This is an optimization exercise on Yosys and OpenROAD, whose aim is small area and a short achievable clock period, not a production implementation. Function was checked by simulation only, so behaviour that the tests miss may differ from the original. Power and IR drop assume default switching activity.

[flow/design.v]
`timescale 1ns/1ps
module half_adder(input a,b,output sum,carry);
  assign sum = a ^ b;
  assign carry = a & b;
endmodule
`timescale 1ns/1ps
module full_adder( output sum,carry, input a,b,c);
  wire w1, w2, w3;
  half_adder HA1(.a(a), .b(b), .sum(w1), .carry(w2));
  half_adder HA2(.a(w1), .b(c), .sum(sum), .carry(w3));
  or or1(carry, w2, w3);
endmodule
`timescale 1ns/1ps
module RCA_16bit(output cout, output [15:0] sum, input [15:0] a, b);
    wire [14:0] c;
    full_adder F0(.a(a[0]), .b(b[0]), .c(1'b0), .sum(sum[0]), .carry(c[0]));
    full_adder F1(.a(a[1]), .b(b[1]), .c(c[0]), .sum(sum[1]), .carry(c[1]));
    full_adder F2(.a(a[2]), .b(b[2]), .c(c[1]), .sum(sum[2]), .carry(c[2]));
    full_adder F3(.a(a[3]), .b(b[3]), .c(c[2]), .sum(sum[3]), .carry(c[3]));
    full_adder F4(.a(a[4]), .b(b[4]), .c(c[3]), .sum(sum[4]), .carry(c[4]));
    full_adder F5(.a(a[5]), .b(b[5]), .c(c[4]), .sum(sum[5]), .carry(c[5]));
    full_adder F6(.a(a[6]), .b(b[6]), .c(c[5]), .sum(sum[6]), .carry(c[6]));
    full_adder F7(.a(a[7]), .b(b[7]), .c(c[6]), .sum(sum[7]), .carry(c[7]));
    full_adder F8(.a(a[8]), .b(b[8]), .c(c[7]), .sum(sum[8]), .carry(c[8]));
    full_adder F9(.a(a[9]), .b(b[9]), .c(c[8]), .sum(sum[9]), .carry(c[9]));
    full_adder F10(.a(a[10]), .b(b[10]), .c(c[9]), .sum(sum[10]), .carry(c[10]));
    full_adder F11(.a(a[11]), .b(b[11]), .c(c[10]), .sum(sum[11]), .carry(c[11]));
    full_adder F12(.a(a[12]), .b(b[12]), .c(c[11]), .sum(sum[12]), .carry(c[12]));
    full_adder F13(.a(a[13]), .b(b[13]), .c(c[12]), .sum(sum[13]), .carry(c[13]));
    full_adder F14(.a(a[14]), .b(b[14]), .c(c[13]), .sum(sum[14]), .carry(c[14]));
    full_adder F15(.a(a[15]), .b(b[15]), .c(c[14]), .sum(sum[15]), .carry(cout));
endmodule
`timescale 1ns/1ps
module d_ff(input clk,input [15:0]d,output reg [15:0]q);
  always@(posedge clk)
      q<=d;       
endmodule         
`timescale 1ns / 1ps
module Braun_Multiplier(
    input [7:0] a, b,
    output [15:0] p
);
    wire [15:0] sum_0, sum_1, sum_2, sum_3, sum_4, sum_5, sum_6, sum_7;
    wire [7:0] partial_product[7:0];
    genvar i, j;
    generate
        for (i = 0; i < 8; i = i + 1) begin
            for (j = 0; j < 8; j = j + 1) begin
                assign partial_product[i][j] = a[i] & b[j];   
            end
        end
    endgenerate
    assign sum_0 = {8'b0, partial_product[0]};
    assign sum_1 = {partial_product[1], 1'b0} + sum_0;
    assign sum_2 = {partial_product[2], 2'b0} + sum_1;
    assign sum_3 = {partial_product[3], 3'b0} + sum_2;
    assign sum_4 = {partial_product[4], 4'b0} + sum_3;
    assign sum_5 = {partial_product[5], 5'b0} + sum_4;
    assign sum_6 = {partial_product[6], 6'b0} + sum_5;
    assign sum_7 = {partial_product[7], 7'b0} + sum_6;
    assign p = sum_7;
endmodule
module FIR_Top(input clk, input [7:0] Xin, H0, H1, H2, output reg [15:0] Yout);
  reg [15:0] Q1;
  reg [15:0] Q2;
  wire a1 = ~(Xin[0] & H2[0]);
  wire a2 = ~(Xin[0] & H2[1]);
  wire a3 = ~(Xin[0] & H2[2]);
  wire a4 = ~(Xin[0] & H2[3]);
  wire a5 = ~(Xin[0] & H2[4]);
  wire a6 = ~(Xin[0] & H2[5]);
  wire a7 = ~(Xin[0] & H2[6]);
  wire a8 = ~(Xin[0] & H2[7]);
  wire a9 = ~(Xin[1] & H2[0]);
  wire a10 = ~(Xin[1] & H2[1]);
  wire a11 = ~(Xin[1] & H2[2]);
  wire a12 = ~(Xin[1] & H2[3]);
  wire a13 = ~(Xin[1] & H2[4]);
  wire a14 = ~(Xin[1] & H2[5]);
  wire a15 = ~(Xin[1] & H2[6]);
  wire a16 = ~(Xin[1] & H2[7]);
  wire a17 = ~(Xin[2] & H2[0]);
  wire a18 = ~(Xin[2] & H2[1]);
  wire a19 = ~(Xin[2] & H2[2]);
  wire a20 = ~(Xin[2] & H2[3]);
  wire a21 = ~(Xin[2] & H2[4]);
  wire a22 = ~(Xin[2] & H2[5]);
  wire a23 = ~(Xin[2] & H2[6]);
  wire a24 = ~(Xin[2] & H2[7]);
  wire a25 = ~(Xin[3] & H2[0]);
  wire a26 = ~(Xin[3] & H2[1]);
  wire a27 = ~(Xin[3] & H2[2]);
  wire a28 = ~(Xin[3] & H2[3]);
  wire a29 = ~(Xin[3] & H2[4]);
  wire a30 = ~(Xin[3] & H2[5]);
  wire a31 = ~(Xin[3] & H2[6]);
  wire a32 = ~(Xin[3] & H2[7]);
  wire a33 = ~(Xin[4] & H2[0]);
  wire a34 = ~(Xin[4] & H2[1]);
  wire a35 = ~(Xin[4] & H2[2]);
  wire a36 = ~(Xin[4] & H2[3]);
  wire a37 = ~(Xin[4] & H2[4]);
  wire a38 = ~(Xin[4] & H2[5]);
  wire a39 = ~(Xin[4] & H2[6]);
  wire a40 = ~(Xin[4] & H2[7]);
  wire a41 = ~(Xin[5] & H2[0]);
  wire a42 = ~(Xin[5] & H2[1]);
  wire a43 = ~(Xin[5] & H2[2]);
  wire a44 = ~(Xin[5] & H2[3]);
  wire a45 = ~(Xin[5] & H2[4]);
  wire a46 = ~(Xin[5] & H2[5]);
  wire a47 = ~(Xin[5] & H2[6]);
  wire a48 = ~(Xin[5] & H2[7]);
  wire a49 = ~(Xin[6] & H2[0]);
  wire a50 = ~(Xin[6] & H2[1]);
  wire a51 = ~(Xin[6] & H2[2]);
  wire a52 = ~(Xin[6] & H2[3]);
  wire a53 = ~(Xin[6] & H2[4]);
  wire a54 = ~(Xin[6] & H2[5]);
  wire a55 = ~(Xin[6] & H2[6]);
  wire a56 = ~(Xin[6] & H2[7]);
  wire a57 = ~(Xin[7] & H2[0]);
  wire a58 = ~(Xin[7] & H2[1]);
  wire a59 = ~(Xin[7] & H2[2]);
  wire a60 = ~(Xin[7] & H2[3]);
  wire a61 = ~(Xin[7] & H2[4]);
  wire a62 = ~(Xin[7] & H2[5]);
  wire a63 = ~(Xin[7] & H2[6]);
  wire a64 = ~(Xin[7] & H2[7]);
  wire s65;
  fir_xnor2 u65 (.a(a7), .b(a14), .y(s65));
  wire c66;
  fir_or2 u66 (.a(a7), .b(a14), .y(c66));
  wire s67, c67;
  fir_fa u67 (.a(a8), .b(a15), .c(a22), .s(s67), .co(c67));
  wire s68;
  fir_xnor2 u68 (.a(a29), .b(a36), .y(s68));
  wire c69;
  fir_or2 u69 (.a(a29), .b(a36), .y(c69));
  wire s70, c70;
  fir_fa u70 (.a(a16), .b(a23), .c(a30), .s(s70), .co(c70));
  wire s71;
  fir_xnor2 u71 (.a(a37), .b(a44), .y(s71));
  wire c72;
  fir_or2 u72 (.a(a37), .b(a44), .y(c72));
  wire s73, c73;
  fir_fa u73 (.a(a24), .b(a31), .c(a38), .s(s73), .co(c73));
  wire s74;
  fir_xnor2 u74 (.a(a5), .b(a12), .y(s74));
  wire c75;
  fir_or2 u75 (.a(a5), .b(a12), .y(c75));
  wire s76, c76;
  fir_fa u76 (.a(a6), .b(a13), .c(a20), .s(s76), .co(c76));
  wire s77;
  fir_xnor2 u77 (.a(a27), .b(a34), .y(s77));
  wire c78;
  fir_or2 u78 (.a(a27), .b(a34), .y(c78));
  wire s79, c79;
  fir_fa u79 (.a(a21), .b(a28), .c(a35), .s(s79), .co(c79));
  wire s80, c80;
  fir_fa u80 (.a(a42), .b(a49), .c(s65), .s(s80), .co(c80));
  wire s81, c81;
  fir_fa u81 (.a(a43), .b(a50), .c(a57), .s(s81), .co(c81));
  wire s82, c82;
  fir_fa u82 (.a(c66), .b(s68), .c(s67), .s(s82), .co(c82));
  wire s83, c83;
  fir_fa u83 (.a(a51), .b(a58), .c(c69), .s(s83), .co(c83));
  wire s84, c84;
  fir_fa u84 (.a(s71), .b(c67), .c(s70), .s(s84), .co(c84));
  wire s85, c85;
  fir_fa u85 (.a(a45), .b(a52), .c(a59), .s(s85), .co(c85));
  wire s86, c86;
  fir_fa u86 (.a(c72), .b(c70), .c(s73), .s(s86), .co(c86));
  wire s87, c87;
  fir_fa u87 (.a(a32), .b(a39), .c(a46), .s(s87), .co(c87));
  wire s88, c88;
  fir_fa u88 (.a(a53), .b(a60), .c(c73), .s(s88), .co(c88));
  wire s89, c89;
  fir_fa u89 (.a(a40), .b(a47), .c(a54), .s(s89), .co(c89));
  wire s90;
  fir_xnor2 u90 (.a(a4), .b(a11), .y(s90));
  wire c91;
  fir_or2 u91 (.a(a4), .b(a11), .y(c91));
  wire s92, c92;
  fir_fa u92 (.a(a19), .b(a26), .c(a33), .s(s92), .co(c92));
  wire s93, c93;
  fir_fa u93 (.a(a41), .b(c75), .c(s77), .s(s93), .co(c93));
  wire s94, c94;
  fir_fa u94 (.a(c78), .b(c76), .c(s79), .s(s94), .co(c94));
  wire s95, c95;
  fir_fa u95 (.a(c79), .b(s81), .c(c80), .s(s95), .co(c95));
  wire s96, c96;
  fir_fa u96 (.a(c81), .b(s83), .c(c82), .s(s96), .co(c96));
  wire s97, c97;
  fir_fa u97 (.a(s85), .b(c83), .c(c84), .s(s97), .co(c97));
  wire s98, c98;
  fir_fa u98 (.a(c85), .b(s87), .c(c86), .s(s98), .co(c98));
  wire s99, c99;
  fir_fa u99 (.a(a61), .b(c87), .c(s89), .s(s99), .co(c99));
  wire s100, c100;
  fir_fa u100 (.a(a48), .b(a55), .c(a62), .s(s100), .co(c100));
  wire s101;
  fir_xnor2 u101 (.a(a3), .b(a10), .y(s101));
  wire c102;
  fir_or2 u102 (.a(a3), .b(a10), .y(c102));
  wire s103, c103;
  fir_fa u103 (.a(a18), .b(a25), .c(s90), .s(s103), .co(c103));
  wire s104, c104;
  fir_fa u104 (.a(c91), .b(s74), .c(s92), .s(s104), .co(c104));
  wire s105, c105;
  fir_fa u105 (.a(c92), .b(s76), .c(s93), .s(s105), .co(c105));
  wire s106, c106;
  fir_fa u106 (.a(c93), .b(s80), .c(s94), .s(s106), .co(c106));
  wire s107, c107;
  fir_fa u107 (.a(c94), .b(s82), .c(s95), .s(s107), .co(c107));
  wire s108, c108;
  fir_fa u108 (.a(s84), .b(c95), .c(s96), .s(s108), .co(c108));
  wire s109, c109;
  fir_fa u109 (.a(s86), .b(c96), .c(s97), .s(s109), .co(c109));
  wire s110, c110;
  fir_fa u110 (.a(s88), .b(c97), .c(s98), .s(s110), .co(c110));
  wire s111, c111;
  fir_fa u111 (.a(c88), .b(s99), .c(c98), .s(s111), .co(c111));
  wire s112, c112;
  fir_fa u112 (.a(c89), .b(s100), .c(c99), .s(s112), .co(c112));
  wire s113, c113;
  fir_fa u113 (.a(a56), .b(a63), .c(c100), .s(s113), .co(c113));
  wire p114;
  fir_xor2 u114 (.a(a2), .b(a9), .y(p114));
  wire g115;
  fir_nor2 u115 (.a(a2), .b(a9), .y(g115));
  wire p116;
  fir_xor2 u116 (.a(s101), .b(a17), .y(p116));
  wire g117;
  fir_nor2 u117 (.a(s101), .b(a17), .y(g117));
  wire p118;
  fir_xor2 u118 (.a(c102), .b(s103), .y(p118));
  wire g119;
  fir_nor2 u119 (.a(c102), .b(s103), .y(g119));
  wire p120;
  fir_xor2 u120 (.a(c103), .b(s104), .y(p120));
  wire g121;
  fir_nor2 u121 (.a(c103), .b(s104), .y(g121));
  wire p122;
  fir_xor2 u122 (.a(c104), .b(s105), .y(p122));
  wire g123;
  fir_nor2 u123 (.a(c104), .b(s105), .y(g123));
  wire p124;
  fir_xor2 u124 (.a(c105), .b(s106), .y(p124));
  wire g125;
  fir_nor2 u125 (.a(c105), .b(s106), .y(g125));
  wire p126;
  fir_xor2 u126 (.a(c106), .b(s107), .y(p126));
  wire g127;
  fir_nor2 u127 (.a(c106), .b(s107), .y(g127));
  wire p128;
  fir_xor2 u128 (.a(c107), .b(s108), .y(p128));
  wire g129;
  fir_nor2 u129 (.a(c107), .b(s108), .y(g129));
  wire p130;
  fir_xor2 u130 (.a(c108), .b(s109), .y(p130));
  wire g131;
  fir_nor2 u131 (.a(c108), .b(s109), .y(g131));
  wire p132;
  fir_xor2 u132 (.a(c109), .b(s110), .y(p132));
  wire g133;
  fir_nor2 u133 (.a(c109), .b(s110), .y(g133));
  wire p134;
  fir_xor2 u134 (.a(c110), .b(s111), .y(p134));
  wire g135;
  fir_nor2 u135 (.a(c110), .b(s111), .y(g135));
  wire p136;
  fir_xor2 u136 (.a(c111), .b(s112), .y(p136));
  wire g137;
  fir_nor2 u137 (.a(c111), .b(s112), .y(g137));
  wire p138;
  fir_xor2 u138 (.a(c112), .b(s113), .y(p138));
  wire g139;
  fir_nor2 u139 (.a(c112), .b(s113), .y(g139));
  wire p140;
  fir_xor2 u140 (.a(c113), .b(a64), .y(p140));
  wire g141;
  fir_nor2 u141 (.a(c113), .b(a64), .y(g141));
  wire G142 = g115 | (p114 & 1'b0);
  wire P143 = p114 & ~a1;
  wire G144 = g119 | (p118 & g117);
  wire P145 = p118 & p116;
  wire G146 = g123 | (p122 & g121);
  wire P147 = p122 & p120;
  wire G148 = g127 | (p126 & g125);
  wire P149 = p126 & p124;
  wire G150 = g131 | (p130 & g129);
  wire P151 = p130 & p128;
  wire G152 = g135 | (p134 & g133);
  wire P153 = p134 & p132;
  wire G154 = g139 | (p138 & g137);
  wire P155 = p138 & p136;
  wire G156 = 1'b0 | (1'b0 & g141);
  wire P157 = 1'b0 & p140;
  wire G158 = g117 | (p116 & G142);
  wire P159 = p116 & P143;
  wire G160 = G144 | (P145 & G142);
  wire P161 = P145 & P143;
  wire G162 = g125 | (p124 & G146);
  wire P163 = p124 & P147;
  wire G164 = G148 | (P149 & G146);
  wire P165 = P149 & P147;
  wire G166 = g133 | (p132 & G150);
  wire P167 = p132 & P151;
  wire G168 = G152 | (P153 & G150);
  wire P169 = P153 & P151;
  wire G170 = g141 | (p140 & G154);
  wire P171 = p140 & P155;
  wire G172 = G156 | (P157 & G154);
  wire P173 = P157 & P155;
  wire G174 = g121 | (p120 & G160);
  wire P175 = p120 & P161;
  wire G176 = G146 | (P147 & G160);
  wire P177 = P147 & P161;
  wire G178 = G162 | (P163 & G160);
  wire P179 = P163 & P161;
  wire G180 = G164 | (P165 & G160);
  wire P181 = P165 & P161;
  wire G182 = g137 | (p136 & G168);
  wire P183 = p136 & P169;
  wire G184 = G154 | (P155 & G168);
  wire P185 = P155 & P169;
  wire G186 = G170 | (P171 & G168);
  wire P187 = P171 & P169;
  wire G188 = G172 | (P173 & G168);
  wire P189 = P173 & P169;
  wire G190 = g129 | (p128 & G180);
  wire P191 = p128 & P181;
  wire G192 = G150 | (P151 & G180);
  wire P193 = P151 & P181;
  wire G194 = G166 | (P167 & G180);
  wire P195 = P167 & P181;
  wire G196 = G168 | (P169 & G180);
  wire P197 = P169 & P181;
  wire G198 = G182 | (P183 & G180);
  wire P199 = P183 & P181;
  wire G200 = G184 | (P185 & G180);
  wire P201 = P185 & P181;
  wire G202 = G186 | (P187 & G180);
  wire P203 = P187 & P181;
  wire G204 = G188 | (P189 & G180);
  wire P205 = P189 & P181;
  wire y206 = ~(~a1);
  wire y207 = ~(p114);
  wire y208;
  fir_xnor2 u208 (.a(p116), .b(G142), .y(y208));
  wire y209;
  fir_xnor2 u209 (.a(p118), .b(G158), .y(y209));
  wire y210;
  fir_xnor2 u210 (.a(p120), .b(G160), .y(y210));
  wire y211;
  fir_xnor2 u211 (.a(p122), .b(G174), .y(y211));
  wire y212;
  fir_xnor2 u212 (.a(p124), .b(G176), .y(y212));
  wire y213;
  fir_xnor2 u213 (.a(p126), .b(G178), .y(y213));
  wire y214;
  fir_xnor2 u214 (.a(p128), .b(G180), .y(y214));
  wire y215;
  fir_xnor2 u215 (.a(p130), .b(G190), .y(y215));
  wire y216;
  fir_xnor2 u216 (.a(p132), .b(G192), .y(y216));
  wire y217;
  fir_xnor2 u217 (.a(p134), .b(G194), .y(y217));
  wire y218;
  fir_xnor2 u218 (.a(p136), .b(G196), .y(y218));
  wire y219;
  fir_xnor2 u219 (.a(p138), .b(G198), .y(y219));
  wire y220;
  fir_xnor2 u220 (.a(p140), .b(G200), .y(y220));
  wire y221;
  fir_xnor2 u221 (.a(1'b0), .b(G202), .y(y221));
  wire a222 = ~(Xin[0] & H1[0]);
  wire a223 = ~(Xin[0] & H1[1]);
  wire a224 = ~(Xin[0] & H1[2]);
  wire a225 = ~(Xin[0] & H1[3]);
  wire a226 = ~(Xin[0] & H1[4]);
  wire a227 = ~(Xin[0] & H1[5]);
  wire a228 = ~(Xin[0] & H1[6]);
  wire a229 = ~(Xin[0] & H1[7]);
  wire a230 = ~(Xin[1] & H1[0]);
  wire a231 = ~(Xin[1] & H1[1]);
  wire a232 = ~(Xin[1] & H1[2]);
  wire a233 = ~(Xin[1] & H1[3]);
  wire a234 = ~(Xin[1] & H1[4]);
  wire a235 = ~(Xin[1] & H1[5]);
  wire a236 = ~(Xin[1] & H1[6]);
  wire a237 = ~(Xin[1] & H1[7]);
  wire a238 = ~(Xin[2] & H1[0]);
  wire a239 = ~(Xin[2] & H1[1]);
  wire a240 = ~(Xin[2] & H1[2]);
  wire a241 = ~(Xin[2] & H1[3]);
  wire a242 = ~(Xin[2] & H1[4]);
  wire a243 = ~(Xin[2] & H1[5]);
  wire a244 = ~(Xin[2] & H1[6]);
  wire a245 = ~(Xin[2] & H1[7]);
  wire a246 = ~(Xin[3] & H1[0]);
  wire a247 = ~(Xin[3] & H1[1]);
  wire a248 = ~(Xin[3] & H1[2]);
  wire a249 = ~(Xin[3] & H1[3]);
  wire a250 = ~(Xin[3] & H1[4]);
  wire a251 = ~(Xin[3] & H1[5]);
  wire a252 = ~(Xin[3] & H1[6]);
  wire a253 = ~(Xin[3] & H1[7]);
  wire a254 = ~(Xin[4] & H1[0]);
  wire a255 = ~(Xin[4] & H1[1]);
  wire a256 = ~(Xin[4] & H1[2]);
  wire a257 = ~(Xin[4] & H1[3]);
  wire a258 = ~(Xin[4] & H1[4]);
  wire a259 = ~(Xin[4] & H1[5]);
  wire a260 = ~(Xin[4] & H1[6]);
  wire a261 = ~(Xin[4] & H1[7]);
  wire a262 = ~(Xin[5] & H1[0]);
  wire a263 = ~(Xin[5] & H1[1]);
  wire a264 = ~(Xin[5] & H1[2]);
  wire a265 = ~(Xin[5] & H1[3]);
  wire a266 = ~(Xin[5] & H1[4]);
  wire a267 = ~(Xin[5] & H1[5]);
  wire a268 = ~(Xin[5] & H1[6]);
  wire a269 = ~(Xin[5] & H1[7]);
  wire a270 = ~(Xin[6] & H1[0]);
  wire a271 = ~(Xin[6] & H1[1]);
  wire a272 = ~(Xin[6] & H1[2]);
  wire a273 = ~(Xin[6] & H1[3]);
  wire a274 = ~(Xin[6] & H1[4]);
  wire a275 = ~(Xin[6] & H1[5]);
  wire a276 = ~(Xin[6] & H1[6]);
  wire a277 = ~(Xin[6] & H1[7]);
  wire a278 = ~(Xin[7] & H1[0]);
  wire a279 = ~(Xin[7] & H1[1]);
  wire a280 = ~(Xin[7] & H1[2]);
  wire a281 = ~(Xin[7] & H1[3]);
  wire a282 = ~(Xin[7] & H1[4]);
  wire a283 = ~(Xin[7] & H1[5]);
  wire a284 = ~(Xin[7] & H1[6]);
  wire a285 = ~(Xin[7] & H1[7]);
  wire s286;
  fir_xnor2 u286 (.a(Q1[5]), .b(a227), .y(s286));
  wire c287;
  fir_or2 u287 (.a(Q1[5]), .b(a227), .y(c287));
  wire s288, c288;
  fir_fa u288 (.a(Q1[6]), .b(a228), .c(a235), .s(s288), .co(c288));
  wire s289;
  fir_xnor2 u289 (.a(a242), .b(a249), .y(s289));
  wire c290;
  fir_or2 u290 (.a(a242), .b(a249), .y(c290));
  wire s291, c291;
  fir_fa u291 (.a(Q1[7]), .b(a229), .c(a236), .s(s291), .co(c291));
  wire s292, c292;
  fir_fa u292 (.a(a243), .b(a250), .c(a257), .s(s292), .co(c292));
  wire s293;
  fir_xnor2 u293 (.a(a264), .b(a271), .y(s293));
  wire c294;
  fir_or2 u294 (.a(a264), .b(a271), .y(c294));
  wire s295, c295;
  fir_fa u295 (.a(Q1[8]), .b(a237), .c(a244), .s(s295), .co(c295));
  wire s296, c296;
  fir_fa u296 (.a(a251), .b(a258), .c(a265), .s(s296), .co(c296));
  wire s297;
  fir_xnor2 u297 (.a(a272), .b(a279), .y(s297));
  wire c298;
  fir_or2 u298 (.a(a272), .b(a279), .y(c298));
  wire s299, c299;
  fir_fa u299 (.a(Q1[9]), .b(a245), .c(a252), .s(s299), .co(c299));
  wire s300, c300;
  fir_fa u300 (.a(a259), .b(a266), .c(a273), .s(s300), .co(c300));
  wire s301, c301;
  fir_fa u301 (.a(Q1[10]), .b(a253), .c(a260), .s(s301), .co(c301));
  wire s302;
  fir_xnor2 u302 (.a(Q1[3]), .b(a225), .y(s302));
  wire c303;
  fir_or2 u303 (.a(Q1[3]), .b(a225), .y(c303));
  wire s304, c304;
  fir_fa u304 (.a(Q1[4]), .b(a226), .c(a233), .s(s304), .co(c304));
  wire s305;
  fir_xnor2 u305 (.a(a240), .b(a247), .y(s305));
  wire c306;
  fir_or2 u306 (.a(a240), .b(a247), .y(c306));
  wire s307, c307;
  fir_fa u307 (.a(a234), .b(a241), .c(a248), .s(s307), .co(c307));
  wire s308, c308;
  fir_fa u308 (.a(a255), .b(a262), .c(s286), .s(s308), .co(c308));
  wire s309, c309;
  fir_fa u309 (.a(a256), .b(a263), .c(a270), .s(s309), .co(c309));
  wire s310, c310;
  fir_fa u310 (.a(c287), .b(s289), .c(s288), .s(s310), .co(c310));
  wire s311, c311;
  fir_fa u311 (.a(a278), .b(c290), .c(s293), .s(s311), .co(c311));
  wire s312, c312;
  fir_fa u312 (.a(c288), .b(s291), .c(s292), .s(s312), .co(c312));
  wire s313, c313;
  fir_fa u313 (.a(c294), .b(s297), .c(c291), .s(s313), .co(c313));
  wire s314, c314;
  fir_fa u314 (.a(c292), .b(s295), .c(s296), .s(s314), .co(c314));
  wire s315, c315;
  fir_fa u315 (.a(a280), .b(c298), .c(c295), .s(s315), .co(c315));
  wire s316, c316;
  fir_fa u316 (.a(c296), .b(s299), .c(s300), .s(s316), .co(c316));
  wire s317, c317;
  fir_fa u317 (.a(a267), .b(a274), .c(a281), .s(s317), .co(c317));
  wire s318, c318;
  fir_fa u318 (.a(c299), .b(c300), .c(s301), .s(s318), .co(c318));
  wire s319, c319;
  fir_fa u319 (.a(Q1[11]), .b(a261), .c(a268), .s(s319), .co(c319));
  wire s320, c320;
  fir_fa u320 (.a(a275), .b(a282), .c(c301), .s(s320), .co(c320));
  wire s321, c321;
  fir_fa u321 (.a(Q1[12]), .b(a269), .c(a276), .s(s321), .co(c321));
  wire s322;
  fir_xnor2 u322 (.a(Q1[2]), .b(a224), .y(s322));
  wire c323;
  fir_or2 u323 (.a(Q1[2]), .b(a224), .y(c323));
  wire s324, c324;
  fir_fa u324 (.a(a232), .b(a239), .c(a246), .s(s324), .co(c324));
  wire s325, c325;
  fir_fa u325 (.a(a254), .b(c303), .c(s305), .s(s325), .co(c325));
  wire s326, c326;
  fir_fa u326 (.a(c306), .b(c304), .c(s307), .s(s326), .co(c326));
  wire s327, c327;
  fir_fa u327 (.a(c307), .b(s309), .c(c308), .s(s327), .co(c327));
  wire s328, c328;
  fir_fa u328 (.a(c309), .b(s311), .c(c310), .s(s328), .co(c328));
  wire s329, c329;
  fir_fa u329 (.a(c311), .b(c312), .c(s313), .s(s329), .co(c329));
  wire s330, c330;
  fir_fa u330 (.a(c313), .b(c314), .c(s315), .s(s330), .co(c330));
  wire s331, c331;
  fir_fa u331 (.a(s317), .b(c315), .c(c316), .s(s331), .co(c331));
  wire s332, c332;
  fir_fa u332 (.a(c317), .b(s319), .c(c318), .s(s332), .co(c332));
  wire s333, c333;
  fir_fa u333 (.a(a283), .b(c319), .c(s321), .s(s333), .co(c333));
  wire s334, c334;
  fir_fa u334 (.a(Q1[13]), .b(a277), .c(a284), .s(s334), .co(c334));
  wire s335;
  fir_xnor2 u335 (.a(Q1[1]), .b(a223), .y(s335));
  wire c336;
  fir_or2 u336 (.a(Q1[1]), .b(a223), .y(c336));
  wire s337, c337;
  fir_fa u337 (.a(a231), .b(a238), .c(s322), .s(s337), .co(c337));
  wire s338, c338;
  fir_fa u338 (.a(c323), .b(s302), .c(s324), .s(s338), .co(c338));
  wire s339, c339;
  fir_fa u339 (.a(c324), .b(s304), .c(s325), .s(s339), .co(c339));
  wire s340, c340;
  fir_fa u340 (.a(c325), .b(s308), .c(s326), .s(s340), .co(c340));
  wire s341, c341;
  fir_fa u341 (.a(c326), .b(s310), .c(s327), .s(s341), .co(c341));
  wire s342, c342;
  fir_fa u342 (.a(s312), .b(c327), .c(s328), .s(s342), .co(c342));
  wire s343, c343;
  fir_fa u343 (.a(s314), .b(c328), .c(s329), .s(s343), .co(c343));
  wire s344, c344;
  fir_fa u344 (.a(s316), .b(c329), .c(s330), .s(s344), .co(c344));
  wire s345, c345;
  fir_fa u345 (.a(s318), .b(c330), .c(s331), .s(s345), .co(c345));
  wire s346, c346;
  fir_fa u346 (.a(s320), .b(c331), .c(s332), .s(s346), .co(c346));
  wire s347, c347;
  fir_fa u347 (.a(c320), .b(s333), .c(c332), .s(s347), .co(c347));
  wire s348, c348;
  fir_fa u348 (.a(c321), .b(s334), .c(c333), .s(s348), .co(c348));
  wire s349, c349;
  fir_fa u349 (.a(Q1[14]), .b(a285), .c(c334), .s(s349), .co(c349));
  wire p350;
  fir_xor2 u350 (.a(Q1[0]), .b(a222), .y(p350));
  wire g351;
  fir_nor2 u351 (.a(Q1[0]), .b(a222), .y(g351));
  wire p352;
  fir_xor2 u352 (.a(s335), .b(a230), .y(p352));
  wire g353;
  fir_nor2 u353 (.a(s335), .b(a230), .y(g353));
  wire p354;
  fir_xor2 u354 (.a(c336), .b(s337), .y(p354));
  wire g355;
  fir_nor2 u355 (.a(c336), .b(s337), .y(g355));
  wire p356;
  fir_xor2 u356 (.a(c337), .b(s338), .y(p356));
  wire g357;
  fir_nor2 u357 (.a(c337), .b(s338), .y(g357));
  wire p358;
  fir_xor2 u358 (.a(c338), .b(s339), .y(p358));
  wire g359;
  fir_nor2 u359 (.a(c338), .b(s339), .y(g359));
  wire p360;
  fir_xor2 u360 (.a(c339), .b(s340), .y(p360));
  wire g361;
  fir_nor2 u361 (.a(c339), .b(s340), .y(g361));
  wire p362;
  fir_xor2 u362 (.a(c340), .b(s341), .y(p362));
  wire g363;
  fir_nor2 u363 (.a(c340), .b(s341), .y(g363));
  wire p364;
  fir_xor2 u364 (.a(c341), .b(s342), .y(p364));
  wire g365;
  fir_nor2 u365 (.a(c341), .b(s342), .y(g365));
  wire p366;
  fir_xor2 u366 (.a(c342), .b(s343), .y(p366));
  wire g367;
  fir_nor2 u367 (.a(c342), .b(s343), .y(g367));
  wire p368;
  fir_xor2 u368 (.a(c343), .b(s344), .y(p368));
  wire g369;
  fir_nor2 u369 (.a(c343), .b(s344), .y(g369));
  wire p370;
  fir_xor2 u370 (.a(c344), .b(s345), .y(p370));
  wire g371;
  fir_nor2 u371 (.a(c344), .b(s345), .y(g371));
  wire p372;
  fir_xor2 u372 (.a(c345), .b(s346), .y(p372));
  wire g373;
  fir_nor2 u373 (.a(c345), .b(s346), .y(g373));
  wire p374;
  fir_xor2 u374 (.a(c346), .b(s347), .y(p374));
  wire g375;
  fir_nor2 u375 (.a(c346), .b(s347), .y(g375));
  wire p376;
  fir_xor2 u376 (.a(c347), .b(s348), .y(p376));
  wire g377;
  fir_nor2 u377 (.a(c347), .b(s348), .y(g377));
  wire p378;
  fir_xor2 u378 (.a(c348), .b(s349), .y(p378));
  wire g379;
  fir_nor2 u379 (.a(c348), .b(s349), .y(g379));
  wire p380;
  fir_xor2 u380 (.a(c349), .b(Q1[15]), .y(p380));
  wire g381;
  fir_nor2 u381 (.a(c349), .b(Q1[15]), .y(g381));
  wire G382 = g353 | (p352 & g351);
  wire P383 = p352 & p350;
  wire G384 = g357 | (p356 & g355);
  wire P385 = p356 & p354;
  wire G386 = g361 | (p360 & g359);
  wire P387 = p360 & p358;
  wire G388 = g365 | (p364 & g363);
  wire P389 = p364 & p362;
  wire G390 = g369 | (p368 & g367);
  wire P391 = p368 & p366;
  wire G392 = g373 | (p372 & g371);
  wire P393 = p372 & p370;
  wire G394 = g377 | (p376 & g375);
  wire P395 = p376 & p374;
  wire G396 = g381 | (p380 & g379);
  wire P397 = p380 & p378;
  wire G398 = g355 | (p354 & G382);
  wire P399 = p354 & P383;
  wire G400 = G384 | (P385 & G382);
  wire P401 = P385 & P383;
  wire G402 = g363 | (p362 & G386);
  wire P403 = p362 & P387;
  wire G404 = G388 | (P389 & G386);
  wire P405 = P389 & P387;
  wire G406 = g371 | (p370 & G390);
  wire P407 = p370 & P391;
  wire G408 = G392 | (P393 & G390);
  wire P409 = P393 & P391;
  wire G410 = g379 | (p378 & G394);
  wire P411 = p378 & P395;
  wire G412 = G396 | (P397 & G394);
  wire P413 = P397 & P395;
  wire G414 = g359 | (p358 & G400);
  wire P415 = p358 & P401;
  wire G416 = G386 | (P387 & G400);
  wire P417 = P387 & P401;
  wire G418 = G402 | (P403 & G400);
  wire P419 = P403 & P401;
  wire G420 = G404 | (P405 & G400);
  wire P421 = P405 & P401;
  wire G422 = g375 | (p374 & G408);
  wire P423 = p374 & P409;
  wire G424 = G394 | (P395 & G408);
  wire P425 = P395 & P409;
  wire G426 = G410 | (P411 & G408);
  wire P427 = P411 & P409;
  wire G428 = G412 | (P413 & G408);
  wire P429 = P413 & P409;
  wire G430 = g367 | (p366 & G420);
  wire P431 = p366 & P421;
  wire G432 = G390 | (P391 & G420);
  wire P433 = P391 & P421;
  wire G434 = G406 | (P407 & G420);
  wire P435 = P407 & P421;
  wire G436 = G408 | (P409 & G420);
  wire P437 = P409 & P421;
  wire G438 = G422 | (P423 & G420);
  wire P439 = P423 & P421;
  wire G440 = G424 | (P425 & G420);
  wire P441 = P425 & P421;
  wire G442 = G426 | (P427 & G420);
  wire P443 = P427 & P421;
  wire G444 = G428 | (P429 & G420);
  wire P445 = P429 & P421;
  wire y446 = ~(p350);
  wire y447;
  fir_xnor2 u447 (.a(p352), .b(g351), .y(y447));
  wire y448;
  fir_xnor2 u448 (.a(p354), .b(G382), .y(y448));
  wire y449;
  fir_xnor2 u449 (.a(p356), .b(G398), .y(y449));
  wire y450;
  fir_xnor2 u450 (.a(p358), .b(G400), .y(y450));
  wire y451;
  fir_xnor2 u451 (.a(p360), .b(G414), .y(y451));
  wire y452;
  fir_xnor2 u452 (.a(p362), .b(G416), .y(y452));
  wire y453;
  fir_xnor2 u453 (.a(p364), .b(G418), .y(y453));
  wire y454;
  fir_xnor2 u454 (.a(p366), .b(G420), .y(y454));
  wire y455;
  fir_xnor2 u455 (.a(p368), .b(G430), .y(y455));
  wire y456;
  fir_xnor2 u456 (.a(p370), .b(G432), .y(y456));
  wire y457;
  fir_xnor2 u457 (.a(p372), .b(G434), .y(y457));
  wire y458;
  fir_xnor2 u458 (.a(p374), .b(G436), .y(y458));
  wire y459;
  fir_xnor2 u459 (.a(p376), .b(G438), .y(y459));
  wire y460;
  fir_xnor2 u460 (.a(p378), .b(G440), .y(y460));
  wire y461;
  fir_xnor2 u461 (.a(p380), .b(G442), .y(y461));
  wire a462 = ~(Xin[0] & H0[0]);
  wire a463 = ~(Xin[0] & H0[1]);
  wire a464 = ~(Xin[0] & H0[2]);
  wire a465 = ~(Xin[0] & H0[3]);
  wire a466 = ~(Xin[0] & H0[4]);
  wire a467 = ~(Xin[0] & H0[5]);
  wire a468 = ~(Xin[0] & H0[6]);
  wire a469 = ~(Xin[0] & H0[7]);
  wire a470 = ~(Xin[1] & H0[0]);
  wire a471 = ~(Xin[1] & H0[1]);
  wire a472 = ~(Xin[1] & H0[2]);
  wire a473 = ~(Xin[1] & H0[3]);
  wire a474 = ~(Xin[1] & H0[4]);
  wire a475 = ~(Xin[1] & H0[5]);
  wire a476 = ~(Xin[1] & H0[6]);
  wire a477 = ~(Xin[1] & H0[7]);
  wire a478 = ~(Xin[2] & H0[0]);
  wire a479 = ~(Xin[2] & H0[1]);
  wire a480 = ~(Xin[2] & H0[2]);
  wire a481 = ~(Xin[2] & H0[3]);
  wire a482 = ~(Xin[2] & H0[4]);
  wire a483 = ~(Xin[2] & H0[5]);
  wire a484 = ~(Xin[2] & H0[6]);
  wire a485 = ~(Xin[2] & H0[7]);
  wire a486 = ~(Xin[3] & H0[0]);
  wire a487 = ~(Xin[3] & H0[1]);
  wire a488 = ~(Xin[3] & H0[2]);
  wire a489 = ~(Xin[3] & H0[3]);
  wire a490 = ~(Xin[3] & H0[4]);
  wire a491 = ~(Xin[3] & H0[5]);
  wire a492 = ~(Xin[3] & H0[6]);
  wire a493 = ~(Xin[3] & H0[7]);
  wire a494 = ~(Xin[4] & H0[0]);
  wire a495 = ~(Xin[4] & H0[1]);
  wire a496 = ~(Xin[4] & H0[2]);
  wire a497 = ~(Xin[4] & H0[3]);
  wire a498 = ~(Xin[4] & H0[4]);
  wire a499 = ~(Xin[4] & H0[5]);
  wire a500 = ~(Xin[4] & H0[6]);
  wire a501 = ~(Xin[4] & H0[7]);
  wire a502 = ~(Xin[5] & H0[0]);
  wire a503 = ~(Xin[5] & H0[1]);
  wire a504 = ~(Xin[5] & H0[2]);
  wire a505 = ~(Xin[5] & H0[3]);
  wire a506 = ~(Xin[5] & H0[4]);
  wire a507 = ~(Xin[5] & H0[5]);
  wire a508 = ~(Xin[5] & H0[6]);
  wire a509 = ~(Xin[5] & H0[7]);
  wire a510 = ~(Xin[6] & H0[0]);
  wire a511 = ~(Xin[6] & H0[1]);
  wire a512 = ~(Xin[6] & H0[2]);
  wire a513 = ~(Xin[6] & H0[3]);
  wire a514 = ~(Xin[6] & H0[4]);
  wire a515 = ~(Xin[6] & H0[5]);
  wire a516 = ~(Xin[6] & H0[6]);
  wire a517 = ~(Xin[6] & H0[7]);
  wire a518 = ~(Xin[7] & H0[0]);
  wire a519 = ~(Xin[7] & H0[1]);
  wire a520 = ~(Xin[7] & H0[2]);
  wire a521 = ~(Xin[7] & H0[3]);
  wire a522 = ~(Xin[7] & H0[4]);
  wire a523 = ~(Xin[7] & H0[5]);
  wire a524 = ~(Xin[7] & H0[6]);
  wire a525 = ~(Xin[7] & H0[7]);
  wire s526;
  fir_xnor2 u526 (.a(Q2[5]), .b(a467), .y(s526));
  wire c527;
  fir_or2 u527 (.a(Q2[5]), .b(a467), .y(c527));
  wire s528, c528;
  fir_fa u528 (.a(Q2[6]), .b(a468), .c(a475), .s(s528), .co(c528));
  wire s529;
  fir_xnor2 u529 (.a(a482), .b(a489), .y(s529));
  wire c530;
  fir_or2 u530 (.a(a482), .b(a489), .y(c530));
  wire s531, c531;
  fir_fa u531 (.a(Q2[7]), .b(a469), .c(a476), .s(s531), .co(c531));
  wire s532, c532;
  fir_fa u532 (.a(a483), .b(a490), .c(a497), .s(s532), .co(c532));
  wire s533;
  fir_xnor2 u533 (.a(a504), .b(a511), .y(s533));
  wire c534;
  fir_or2 u534 (.a(a504), .b(a511), .y(c534));
  wire s535, c535;
  fir_fa u535 (.a(Q2[8]), .b(a477), .c(a484), .s(s535), .co(c535));
  wire s536, c536;
  fir_fa u536 (.a(a491), .b(a498), .c(a505), .s(s536), .co(c536));
  wire s537;
  fir_xnor2 u537 (.a(a512), .b(a519), .y(s537));
  wire c538;
  fir_or2 u538 (.a(a512), .b(a519), .y(c538));
  wire s539, c539;
  fir_fa u539 (.a(Q2[9]), .b(a485), .c(a492), .s(s539), .co(c539));
  wire s540, c540;
  fir_fa u540 (.a(a499), .b(a506), .c(a513), .s(s540), .co(c540));
  wire s541, c541;
  fir_fa u541 (.a(Q2[10]), .b(a493), .c(a500), .s(s541), .co(c541));
  wire s542;
  fir_xnor2 u542 (.a(Q2[3]), .b(a465), .y(s542));
  wire c543;
  fir_or2 u543 (.a(Q2[3]), .b(a465), .y(c543));
  wire s544, c544;
  fir_fa u544 (.a(Q2[4]), .b(a466), .c(a473), .s(s544), .co(c544));
  wire s545;
  fir_xnor2 u545 (.a(a480), .b(a487), .y(s545));
  wire c546;
  fir_or2 u546 (.a(a480), .b(a487), .y(c546));
  wire s547, c547;
  fir_fa u547 (.a(a474), .b(a481), .c(a488), .s(s547), .co(c547));
  wire s548, c548;
  fir_fa u548 (.a(a495), .b(a502), .c(s526), .s(s548), .co(c548));
  wire s549, c549;
  fir_fa u549 (.a(a496), .b(a503), .c(a510), .s(s549), .co(c549));
  wire s550, c550;
  fir_fa u550 (.a(c527), .b(s529), .c(s528), .s(s550), .co(c550));
  wire s551, c551;
  fir_fa u551 (.a(a518), .b(c530), .c(s533), .s(s551), .co(c551));
  wire s552, c552;
  fir_fa u552 (.a(c528), .b(s531), .c(s532), .s(s552), .co(c552));
  wire s553, c553;
  fir_fa u553 (.a(c534), .b(s537), .c(c531), .s(s553), .co(c553));
  wire s554, c554;
  fir_fa u554 (.a(c532), .b(s535), .c(s536), .s(s554), .co(c554));
  wire s555, c555;
  fir_fa u555 (.a(a520), .b(c538), .c(c535), .s(s555), .co(c555));
  wire s556, c556;
  fir_fa u556 (.a(c536), .b(s539), .c(s540), .s(s556), .co(c556));
  wire s557, c557;
  fir_fa u557 (.a(a507), .b(a514), .c(a521), .s(s557), .co(c557));
  wire s558, c558;
  fir_fa u558 (.a(c539), .b(c540), .c(s541), .s(s558), .co(c558));
  wire s559, c559;
  fir_fa u559 (.a(Q2[11]), .b(a501), .c(a508), .s(s559), .co(c559));
  wire s560, c560;
  fir_fa u560 (.a(a515), .b(a522), .c(c541), .s(s560), .co(c560));
  wire s561, c561;
  fir_fa u561 (.a(Q2[12]), .b(a509), .c(a516), .s(s561), .co(c561));
  wire s562;
  fir_xnor2 u562 (.a(Q2[2]), .b(a464), .y(s562));
  wire c563;
  fir_or2 u563 (.a(Q2[2]), .b(a464), .y(c563));
  wire s564, c564;
  fir_fa u564 (.a(a472), .b(a479), .c(a486), .s(s564), .co(c564));
  wire s565, c565;
  fir_fa u565 (.a(a494), .b(c543), .c(s545), .s(s565), .co(c565));
  wire s566, c566;
  fir_fa u566 (.a(c546), .b(c544), .c(s547), .s(s566), .co(c566));
  wire s567, c567;
  fir_fa u567 (.a(c547), .b(s549), .c(c548), .s(s567), .co(c567));
  wire s568, c568;
  fir_fa u568 (.a(c549), .b(s551), .c(c550), .s(s568), .co(c568));
  wire s569, c569;
  fir_fa u569 (.a(c551), .b(c552), .c(s553), .s(s569), .co(c569));
  wire s570, c570;
  fir_fa u570 (.a(c553), .b(c554), .c(s555), .s(s570), .co(c570));
  wire s571, c571;
  fir_fa u571 (.a(s557), .b(c555), .c(c556), .s(s571), .co(c571));
  wire s572, c572;
  fir_fa u572 (.a(c557), .b(s559), .c(c558), .s(s572), .co(c572));
  wire s573, c573;
  fir_fa u573 (.a(a523), .b(c559), .c(s561), .s(s573), .co(c573));
  wire s574, c574;
  fir_fa u574 (.a(Q2[13]), .b(a517), .c(a524), .s(s574), .co(c574));
  wire s575;
  fir_xnor2 u575 (.a(Q2[1]), .b(a463), .y(s575));
  wire c576;
  fir_or2 u576 (.a(Q2[1]), .b(a463), .y(c576));
  wire s577, c577;
  fir_fa u577 (.a(a471), .b(a478), .c(s562), .s(s577), .co(c577));
  wire s578, c578;
  fir_fa u578 (.a(c563), .b(s542), .c(s564), .s(s578), .co(c578));
  wire s579, c579;
  fir_fa u579 (.a(c564), .b(s544), .c(s565), .s(s579), .co(c579));
  wire s580, c580;
  fir_fa u580 (.a(c565), .b(s548), .c(s566), .s(s580), .co(c580));
  wire s581, c581;
  fir_fa u581 (.a(c566), .b(s550), .c(s567), .s(s581), .co(c581));
  wire s582, c582;
  fir_fa u582 (.a(s552), .b(c567), .c(s568), .s(s582), .co(c582));
  wire s583, c583;
  fir_fa u583 (.a(s554), .b(c568), .c(s569), .s(s583), .co(c583));
  wire s584, c584;
  fir_fa u584 (.a(s556), .b(c569), .c(s570), .s(s584), .co(c584));
  wire s585, c585;
  fir_fa u585 (.a(s558), .b(c570), .c(s571), .s(s585), .co(c585));
  wire s586, c586;
  fir_fa u586 (.a(s560), .b(c571), .c(s572), .s(s586), .co(c586));
  wire s587, c587;
  fir_fa u587 (.a(c560), .b(s573), .c(c572), .s(s587), .co(c587));
  wire s588, c588;
  fir_fa u588 (.a(c561), .b(s574), .c(c573), .s(s588), .co(c588));
  wire s589, c589;
  fir_fa u589 (.a(Q2[14]), .b(a525), .c(c574), .s(s589), .co(c589));
  wire p590;
  fir_xor2 u590 (.a(Q2[0]), .b(a462), .y(p590));
  wire g591;
  fir_nor2 u591 (.a(Q2[0]), .b(a462), .y(g591));
  wire p592;
  fir_xor2 u592 (.a(s575), .b(a470), .y(p592));
  wire g593;
  fir_nor2 u593 (.a(s575), .b(a470), .y(g593));
  wire p594;
  fir_xor2 u594 (.a(c576), .b(s577), .y(p594));
  wire g595;
  fir_nor2 u595 (.a(c576), .b(s577), .y(g595));
  wire p596;
  fir_xor2 u596 (.a(c577), .b(s578), .y(p596));
  wire g597;
  fir_nor2 u597 (.a(c577), .b(s578), .y(g597));
  wire p598;
  fir_xor2 u598 (.a(c578), .b(s579), .y(p598));
  wire g599;
  fir_nor2 u599 (.a(c578), .b(s579), .y(g599));
  wire p600;
  fir_xor2 u600 (.a(c579), .b(s580), .y(p600));
  wire g601;
  fir_nor2 u601 (.a(c579), .b(s580), .y(g601));
  wire p602;
  fir_xor2 u602 (.a(c580), .b(s581), .y(p602));
  wire g603;
  fir_nor2 u603 (.a(c580), .b(s581), .y(g603));
  wire p604;
  fir_xor2 u604 (.a(c581), .b(s582), .y(p604));
  wire g605;
  fir_nor2 u605 (.a(c581), .b(s582), .y(g605));
  wire p606;
  fir_xor2 u606 (.a(c582), .b(s583), .y(p606));
  wire g607;
  fir_nor2 u607 (.a(c582), .b(s583), .y(g607));
  wire p608;
  fir_xor2 u608 (.a(c583), .b(s584), .y(p608));
  wire g609;
  fir_nor2 u609 (.a(c583), .b(s584), .y(g609));
  wire p610;
  fir_xor2 u610 (.a(c584), .b(s585), .y(p610));
  wire g611;
  fir_nor2 u611 (.a(c584), .b(s585), .y(g611));
  wire p612;
  fir_xor2 u612 (.a(c585), .b(s586), .y(p612));
  wire g613;
  fir_nor2 u613 (.a(c585), .b(s586), .y(g613));
  wire p614;
  fir_xor2 u614 (.a(c586), .b(s587), .y(p614));
  wire g615;
  fir_nor2 u615 (.a(c586), .b(s587), .y(g615));
  wire p616;
  fir_xor2 u616 (.a(c587), .b(s588), .y(p616));
  wire g617;
  fir_nor2 u617 (.a(c587), .b(s588), .y(g617));
  wire p618;
  fir_xor2 u618 (.a(c588), .b(s589), .y(p618));
  wire g619;
  fir_nor2 u619 (.a(c588), .b(s589), .y(g619));
  wire p620;
  fir_xor2 u620 (.a(c589), .b(Q2[15]), .y(p620));
  wire g621;
  fir_nor2 u621 (.a(c589), .b(Q2[15]), .y(g621));
  wire G622 = g593 | (p592 & g591);
  wire P623 = p592 & p590;
  wire G624 = g597 | (p596 & g595);
  wire P625 = p596 & p594;
  wire G626 = g601 | (p600 & g599);
  wire P627 = p600 & p598;
  wire G628 = g605 | (p604 & g603);
  wire P629 = p604 & p602;
  wire G630 = g609 | (p608 & g607);
  wire P631 = p608 & p606;
  wire G632 = g613 | (p612 & g611);
  wire P633 = p612 & p610;
  wire G634 = g617 | (p616 & g615);
  wire P635 = p616 & p614;
  wire G636 = g621 | (p620 & g619);
  wire P637 = p620 & p618;
  wire G638 = g595 | (p594 & G622);
  wire P639 = p594 & P623;
  wire G640 = G624 | (P625 & G622);
  wire P641 = P625 & P623;
  wire G642 = g603 | (p602 & G626);
  wire P643 = p602 & P627;
  wire G644 = G628 | (P629 & G626);
  wire P645 = P629 & P627;
  wire G646 = g611 | (p610 & G630);
  wire P647 = p610 & P631;
  wire G648 = G632 | (P633 & G630);
  wire P649 = P633 & P631;
  wire G650 = g619 | (p618 & G634);
  wire P651 = p618 & P635;
  wire G652 = G636 | (P637 & G634);
  wire P653 = P637 & P635;
  wire G654 = g599 | (p598 & G640);
  wire P655 = p598 & P641;
  wire G656 = G626 | (P627 & G640);
  wire P657 = P627 & P641;
  wire G658 = G642 | (P643 & G640);
  wire P659 = P643 & P641;
  wire G660 = G644 | (P645 & G640);
  wire P661 = P645 & P641;
  wire G662 = g615 | (p614 & G648);
  wire P663 = p614 & P649;
  wire G664 = G634 | (P635 & G648);
  wire P665 = P635 & P649;
  wire G666 = G650 | (P651 & G648);
  wire P667 = P651 & P649;
  wire G668 = G652 | (P653 & G648);
  wire P669 = P653 & P649;
  wire G670 = g607 | (p606 & G660);
  wire P671 = p606 & P661;
  wire G672 = G630 | (P631 & G660);
  wire P673 = P631 & P661;
  wire G674 = G646 | (P647 & G660);
  wire P675 = P647 & P661;
  wire G676 = G648 | (P649 & G660);
  wire P677 = P649 & P661;
  wire G678 = G662 | (P663 & G660);
  wire P679 = P663 & P661;
  wire G680 = G664 | (P665 & G660);
  wire P681 = P665 & P661;
  wire G682 = G666 | (P667 & G660);
  wire P683 = P667 & P661;
  wire G684 = G668 | (P669 & G660);
  wire P685 = P669 & P661;
  wire y686 = (p590);
  wire y687;
  fir_xor2 u687 (.a(p592), .b(g591), .y(y687));
  wire y688;
  fir_xor2 u688 (.a(p594), .b(G622), .y(y688));
  wire y689;
  fir_xor2 u689 (.a(p596), .b(G638), .y(y689));
  wire y690;
  fir_xor2 u690 (.a(p598), .b(G640), .y(y690));
  wire y691;
  fir_xor2 u691 (.a(p600), .b(G654), .y(y691));
  wire y692;
  fir_xor2 u692 (.a(p602), .b(G656), .y(y692));
  wire y693;
  fir_xor2 u693 (.a(p604), .b(G658), .y(y693));
  wire y694;
  fir_xor2 u694 (.a(p606), .b(G660), .y(y694));
  wire y695;
  fir_xor2 u695 (.a(p608), .b(G670), .y(y695));
  wire y696;
  fir_xor2 u696 (.a(p610), .b(G672), .y(y696));
  wire y697;
  fir_xor2 u697 (.a(p612), .b(G674), .y(y697));
  wire y698;
  fir_xor2 u698 (.a(p614), .b(G676), .y(y698));
  wire y699;
  fir_xor2 u699 (.a(p616), .b(G678), .y(y699));
  wire y700;
  fir_xor2 u700 (.a(p618), .b(G680), .y(y700));
  wire y701;
  fir_xor2 u701 (.a(p620), .b(G682), .y(y701));
  always @(posedge clk) begin
    Q1 <= {y221, y220, y219, y218, y217, y216, y215, y214, y213, y212, y211, y210, y209, y208, y207, y206};
    Q2 <= {y461, y460, y459, y458, y457, y456, y455, y454, y453, y452, y451, y450, y449, y448, y447, y446};
    Yout <= {y701, y700, y699, y698, y697, y696, y695, y694, y693, y692, y691, y690, y689, y688, y687, y686};
  end
endmodule
module fir_fa(input a, b, c, output s, co);
  assign s = a ^ b ^ c;
  assign co = (a & b) | (a & c) | (b & c);
endmodule
module fir_nor2(input a, b, output y);
  assign y = ~(a | b);
endmodule
module fir_or2(input a, b, output y);
  assign y = a | b;
endmodule
module fir_xnor2(input a, b, output y);
  assign y = ~(a ^ b);
endmodule
module fir_xor2(input a, b, output y);
  assign y = a ^ b;
endmodule
[flow/run.sh]
#!/bin/bash
# synth_recipe.tcl (not shown) runs the flow's synth.tcl, then flattens the netlist and writes it again
# the make line also repeats each setting of config.mk as NAME=value (left out here)
make -C /OpenROAD-flow-scripts/flow DESIGN_CONFIG=/design/flow/config.mk WORK_HOME=/design/flow/orfs CLKGATE_MAP_FILE= SYNTH_SCRIPT=/design/flow/synth_recipe.tcl finish
[flow/config.mk]
export PLATFORM = sky130hd
export DESIGN_NAME = FIR_Top
export DESIGN_NICKNAME = FIR_Top
export VERILOG_FILES = /design/flow/design.v
export SDC_FILE = /design/flow/constraint.sdc
export NUM_CORES = 4
export LEC_CHECK = 0
export CAP_MARGIN = 20
export CORE_MARGIN = 2
export CORE_UTILIZATION = 40
export SETUP_SLACK_MARGIN = 5
export SLEW_MARGIN = 20
export SYNTH_HIERARCHICAL = 1
export SYNTH_MINIMUM_KEEP_SIZE = 0
[flow/constraint.sdc]
create_clock -name core_clock -period 9.5 [get_ports {clk}]
set_input_delay 1.9000 -clock core_clock [delete_from_list [all_inputs] [get_ports {clk}]]
set_output_delay 1.9000 -clock core_clock [all_outputs]
set_load 0.01 [all_outputs]
==> flow_summary.toml, run 1 <==
[worst_setup_path]
cp-end-kind = "register"
cp.required_ns = 9.68
cpLargestDelayFamily = "adder cells"
crit_buf_inv = 2
cp_max_fo = 6
crit_chain = "buf_12 > buf_12 > nand2_4 > fa_1 > fa_2 > fa_1 > fa_2 > xor2_2 > a21oi_2 > nor2b_4 > or3_4 > a21o_1 > xnor2_1"
critPathArrivalTime_ns = 5.13
ff2ff_setup_slack_ns = 6.08
worstSetupStartpointType = "input port"
criticalPathCategory = "input port to register"
cp_slowest_cell = "fa_1"
max_stage_delay_ns = 0.52

[cts]
path_clk_slew_ns = 0.07
clk_path_buf_depth = 2
cts_tree = "done"
h-tree-depth = 2
numCtsBuffers = 5
root_buffer = "clkbuf_16"
insertion_delay_ns = 0.29
cts_sinks = 48
hold_buffers = 0

[sta]
rsz0062_at_grt = "yes"
period_needed_ns = 4.96
setup-violations-final = 0
setup-tns-final_ns = 0
skew_ns = 0.00989
finalCritPeriodShare_pct = 52.2
fmaxAchievable_mhz = 202
timing.final.max_slew_violations = 0
hold_viol = 0
whs_ns = 0.461

[die]
io_pins = 49
rows = 46
initial_utilization_pct = 40.9
coreArea_mm2 = 0.0158
die-area_mm2 = 0.0172
die_h_um = 131
die_w_um = 131

[cells_and_area]
final_util_pct = 54.8
fill_cells = 1377
layout-drive-gt1-share_pct = 30.7
final_cell_area_mm2 = 0.00868
fin_nets = 944
area_delta_synth_final_pct = 34.2
antenna_cells = 0

[placement]
dpl_cell_area_mm2 = 0.00739
numPortBuffers = 48
dp_hpwl_mm = 10.4
gp_congestion = 0.799

[hold_path]
min_path_type = "register to register"

[detailed_routing]
drt-initial-drc-count = 209
vias_per_cell = 5.02
vias = 5001
first_pass_iters = 4
drt_wl_total_mm = 15.6
drc = 0
wl_per_cell_um = 15.7
ant_nets = 0

[yosys]
synth.avg_cell_area_um2 = 9.16
yosysUniqueCellTypes = 31
ys_seq_area_share_pct = 14.9
syn_inst = 706
ys_seq_elements = 48
synthesis.nets = 870
yosys_warnings = 7
synth_area_mm2 = 0.00647

[global_route]
antenna_found_initial = 0
grt_pass1_wl_mm = 26.7
grt_remaining_overflow = 0
grt_max_degree = 25
grt_pass1_vias = 5620
track_usage_pct = 18.9

[run_status]
status = "timing/DRC/antenna clean"

[power_and_ir_drop]
vdd_ir_drop_max_mv = 0.278
p_leak_nw = 3.33
p_per_area_mw_per_mm2 = 433

[flow_run]
maxCapViolations = 0
[modules after synthesis, one instance, submodules excluded]
module	flip-flops and latches	cells inside	times used
fir_fa	0	1	131
fir_xnor2	0	1	52
fir_xor2	0	1	61
FIR_Top	48	395	1
fir_nor2	0	1	44
fir_or2	0	1	23
[stage by stage]
stage	power [mW]	cells	setup WS, ns
floorplan	2.30	706	4.44
global placement	2.64	934	3.06
detailed placement	2.67	934	3.01
CTS	3.41	983	4.54
global route	4.09	997	4.45
finish	3.76	997	4.54
[registers in the layout (all words and copies together), names as in the netlist]
name and count:
Q1 16, Q2 16, Yout 16
[path summary, 6_finish.rpt]
path,startpoint,end,depth (start not counted)
max,Xin[1],Q2[10],13
min,Q2[0],Yout[0],1
max reg2reg,Q1[6],Q2[10],10
min reg2reg,Q2[0],Yout[0],1
[cell families (layout without fill, tap and decap cells)]
group / Yosys count / in the layout / share of synthesized area (%)
AND/OR/NAND/NOR: 307 / 307 / 19.8
adder cells (fa/ha/maj): 131 / 131 / 40.5
XOR/XNOR: 113 / 113 / 15.3
AO/OA/AOI/OAI: 64 / 64 / 6.96
flip-flops: 48 / 48 / 14.9
buffers and inverters: 42 / 117 / 2.44
other: 1 / 1 / 0.0580
[what timing repair did]
| action | in CTS | in global routing |
|---|---|---|
| setup endpoints to repair | 38 | 27 |
| gates resized for setup | 250 | 46 |
| cloned | 7 | 3 |
| pin swaps | 79 | 46 |
| setup buffers | 34 | 11 |
[power by group]
| group | internal [mW] | switching, mW | total [mW] |
|---|---|---|---|
| clock network | 0.124 | 0.0834 | 0.207 |
| logic | 1.61 | 1.55 | 3.16 |
| registers | 0.341 | 0.0474 | 0.389 |
[cell type report]
class	count	area [um^2]	share of cell area [%]
multi-input cells	616	6020	69.3
repair buffers	107	1260	14.5
flip-flops and latches	48	961	11.1
well taps	216	270	3.11
clock buffers	5	125	1.44
clock inverters	3	42.5	0.490
inverters	2	7.51	0.0865
[layer usage]
layer / up-vias / share of wire (%) / track usage (%)
met5: - / 0 / 0
met1: 2554 / 43 / 24.2
met2: 95 / 52 / 34.2
li1: 2336 / - / -
met3: 16 / 3.5 / 2.74
met4: 0 / 1.4 / 3.86
[layout by cell type, fill, tap and decap left out, drive strengths merged, types with 2 or more instances in the layout]
master,n
a21bo,2
nor2,56
or2,24
nand2,199
buf,80
xor2,61
a21oi,22
nand2b,2
dfxtp,48
o21a,3
clkdlybuf4s15,3
nor2b,4
fa,131
inv,2
a21o,22
nor3,7
clkdlybuf4s50,16
nand3,9
nand4,2
and4,2
o21ai,7
bufbuf,3
o31ai,2
xnor2,52
or3,2
clkbuf,10
o21bai,3
[cells in the mapped netlist]
library cell	number	area, um^2
a21oi_1	18	90.1
o21ai_0	6	30.0
a31o_2	1	8.76
o31ai_1	2	15.0
xor2_1	61	534
a21oi_4	2	32.5
a21o_1	22	165
a21bo_2	2	20.0
dfxtp_1	48	961
a211oi_2	1	12.5
nor2b_1	4	25.0
or3_4	2	22.5
nand2_1	199	747
nand3_1	9	45.0
o21a_1	3	22.5
clkbuf_1	24	90.1
o21ai_1	1	5.00
nor3_1	7	35.0
nor2_1	56	210
a21oi_2	2	17.5
nand2b_1	2	12.5
inv_1	2	7.51
conb_1	1	3.75
and4_4	2	22.5
nand4_1	2	12.5
buf_1	16	60.1
o21bai_1	3	22.5
fa_1	131	2620
xnor2_1	52	455
o2111ai_1	1	8.76
or2_1	24	150
[worst register-to-register path, delay by kind of cell (launching register included)]
family / cells / cell delay (ns)
XOR/XNOR: 2 / 0.34
flip-flops: 1 / 0.32
AND/OR/NAND/NOR: 2 / 0.42
AO/OA/AOI/OAI: 2 / 0.37
adder cells (fa/ha/maj): 4 / 1.86
==> run 2: changes to the inputs <==
--- a/flow/config.mk
+++ b/flow/config.mk
@@ -14 +14,2 @@
 export SYNTH_MINIMUM_KEEP_SIZE = 0
+export TNS_END_PERCENT = 0
==> flow_summary.toml, run 2 <==
[run_status]
status = "timing/DRC/antenna clean"

[die]
rows = 46
die_w_um = 131
coreArea_mm2 = 0.0158
die_h_um = 131
die-area_mm2 = 0.0172
initial_utilization_pct = 40.9
io_pins = 49

[power_and_ir_drop]
pwr-share-seq_pct = 12.2
power_mw = 3.20
clkPwrFrac_pct = 5.5
switching_power_mw = 1.45
intPower_mw = 1.76
switching_share_pct = 45.2
power_frac_comb_pct = 82.3
p_per_area_mw_per_mm2 = 398
vdd_ir_drop_max_mv = 0.258
p_leak_nw = 3.05

[detailed_routing]
drt_wl_total_mm = 14.6
ant_nets = 0
drc = 0
vias = 4898
first_pass_iters = 5
drt-initial-drc-count = 216
wl_per_cell_um = 15.1
vias_per_cell = 5.05

[yosys]
synth.avg_cell_area_um2 = 9.16
ys_seq_elements = 48
yosys_warnings = 7
yosysUniqueCellTypes = 31
synth_most_common_cell = "nand2_1"
synth_edf_count = 0
yosys_most_used_dff = "dfxtp_1"
netlist.area_leader.share_pct = 40.5
async_flop_share_pct = 0
ys_seq_area_share_pct = 14.9
synthesis.nets = 870
synth_area_mm2 = 0.00647
synthTopCellsByCount = "199 x nand2_1, 131 x fa_1, 61 x xor2_1, 56 x nor2_1, 52 x xnor2_1"
syn_inst = 706
yosysTopAreaCell = "fa_1"
synthTopCellsByArea = "fa_1 41%, dfxtp_1 15%, nand2_1 12%"

[cts]
h-tree-depth = 2
path_clk_slew_ns = 0.07
insertion_delay_ns = 0.29
cts_sinks = 48
numCtsBuffers = 5
clk_path_buf_depth = 2
hold_buffers = 0
root_buffer = "clkbuf_16"
cts_tree = "done"

[placement]
dp_hpwl_mm = 10.2
gp_congestion = 0.823
numPortBuffers = 48
dp_slack_ns = 2.89
dpl_cell_area_mm2 = 0.00720

[cells_and_area]
final_common_cell = "nand2_1"
fill_cells = 1482
top_regs = "Q1: 16 flops, Q2: 16 flops, Yout: 16 flops"
most-common-layout-cells = "191 x nand2_1, 100 x fa_1, 53 x nor2_1"
antenna_cells = 0
fin_nets = 917
layout-drive-gt1-share_pct = 20.6
final_cell_area_mm2 = 0.00805
area_delta_synth_final_pct = 24.5

[hold_path]
worstHoldEndpoint = "Yout[0]"
whs_path_depth = 1
holdCritStartpoint = "Q2[0]"
min_path_type = "register to register"

[flow_run]
maxCapViolations = 0

[worst_setup_path]
r2r_end = "Q2[14]"
ff2ff_setup_slack_ns = 6.09
worstSetupStartpointType = "input port"
cp.required_ns = 9.73
cp_max_fo = 12
reg2reg_depth = 11
criticalPathCategory = "input port to register"
r2r-start = "Q1[8]"
cp-end-kind = "register"
critPathArrivalTime_ns = 5.20

[sta]
timing.final.max_slew_violations = 0
period_needed_ns = 4.97
whs_ns = 0.465
fmaxAchievable_mhz = 201
finalCritPeriodShare_pct = 52.3
setup_ws_ns = 4.53
setup-tns-final_ns = 0
hold_viol = 0
setup-violations-final = 0
rsz0062_at_grt = "yes"
skew_ns = 0.00592

[global_route]
grt_remaining_overflow = 0
antenna_found_initial = 0
grt_pass1_wl_mm = 25.5
track_usage_pct = 18.1
grt_pass1_vias = 5331
grt_max_degree = 25
==> run 2: cell count changes in the layout (fill, tap and decap cells not counted), sizes merged <==
cell	previous run	this run
dlygate4sd2	0	2
clkinvlp	1	0
bufinv	1	0
bufbuf	3	6
buf	80	41
clkbuf	10	15
clkdlybuf4s15	3	6
==> run 2: repair_timing <==
action / 4_1_cts / 5_1_grt
pin swaps: 34 / 25
buffers inserted: 16 / 4
gates cloned: 6 / 2
setup endpoints to repair: 37 / 28
hold endpoints to repair: 0 / 0
gates resized for setup: 212 / 35
==> run 2: modules after synthesis, one instance, submodules excluded <==
module / cells / copies in the design / cell area (um^2) / flip-flops and latches
fir_xor2: 1 / 61 / 8.76 / 0
fir_or2: 1 / 23 / 6.26 / 0
fir_nor2: 1 / 44 / 3.75 / 0
fir_xnor2: 1 / 52 / 8.76 / 0
fir_fa: 1 / 131 / 20.0 / 0
FIR_Top: 395 / 1 / 2550 / 48
==> run 2: power groups by stage <==
stage | Combinational, mW | Sequential [mW] | Clock, mW
6_report | 2.64 | 0.390 | 0.175
5_1_grt | 2.96 | 0.406 | 0.188
4_1_cts | 2.51 | 0.393 | 0.183
3_5_place_dp | 2.19 | 0.395 | 0
3_3_place_gp | 2.15 | 0.397 | 0
2_1_floorplan | 1.80 | 0.403 | 0
==> run 2: cell type report <==
type                    count  area, um^2  share of cell area (%)
clock buffers               6         129                    1.60
multi-input cells         616        5710                    70.9
inverters                   2        7.51                  0.0933
repair buffers             80         970                    12.0
flip-flops and latches     48         961                    11.9
well taps                 216         270                    3.36
clock inverters             1        5.00                  0.0622
==> run 2: layer usage <==
metal	up-vias	part of all wire [%]	track usage, %
li1	2272	-	-
met1	2496	43	23.5
met2	114	51	32.2
met3	16	4.7	2.93
met4	0	1.2	3.44
met5	-	0	0
==> run 2: logic make-up (layout without fill, tap and decap cells) <==
| group | Yosys count | after routing | share of synthesized area, % |
|---|---|---|---|
| buffers and inverters | 42 | 89 | 2.44 |
| XOR/XNOR | 113 | 113 | 15.3 |
| flip-flops | 48 | 48 | 14.9 |
| other | 1 | 1 | 0.0580 |
| AND/OR/NAND/NOR | 307 | 307 | 19.8 |
| AO/OA/AOI/OAI | 64 | 64 | 6.96 |
| adder cells (fa/ha/maj) | 131 | 131 | 40.5 |
==> run 2: worst max-delay path: stages <==
cell and delay, ns:
clkdlybuf4s15_2 0.21, buf_12 0.15, nand2_1 0.08, or2_1 0.25
fa_1 0.50, fa_1 0.44, fa_2 0.63, xor2_4 0.21
o21a_1 0.17, nor3_1 0.05, nor2_1 0.18, o31ai_4 0.13
a21oi_2 0.16, xnor2_1 0.12
==> run 2: worst max-delay path by stage <==
stage                       from  endpoint  cells after the start
after floorplan           Xin[0]  Yout[10]                     12
after global placement    Xin[3]  Yout[15]                     12
after detailed placement  Xin[2]    Q2[14]                     12
after CTS                 Xin[6]  Yout[15]                     15
after global routing      Xin[7]    Q2[15]                     14
final                     Xin[7]    Q2[14]                     14
==> run 2: stage by stage <==
step,std cells,util (%)
after floorplan,706,-
after global placement,934,45.5
after detailed placement,934,45.5
after CTS,963,49.7
after global routing,969,50.9
final,969,50.9

-- what the ideal ports hide --
Ports are ideal in the flow. The routed layouts listed here were re-timed in OpenROAD.
Step 1 sets driving cells, clkbuf_16 on the clock port and buf_2 on the other inputs (assumed; they add their load-dependent delay and slew).
Step 2 moves the port delays by t, midway between the first and last clock arrival at a register: inputs arrive t later, outputs are due t later. That takes back most of the time a late clock gives input paths.
Slacks: ideal ports / drivers / drivers and shift; pairs: ideal ports / drivers.
| run | shift t [ns] | slack for setup (ns) | clock arrival spread, ns |
|---|---|---|---|
| run 1 | 0.327 | 4.544 / 4.492 / 4.165 | 0.010 / 0.010 |
| run 2 | 0.330 | 4.530 / 4.465 / 4.135 | 0.006 / 0.006 |
After both steps every run listed still meets setup and hold. For run 2, which loses most, drivers alone change the setup slack by -0.065 ns; drivers and shift together by -0.395 ns.
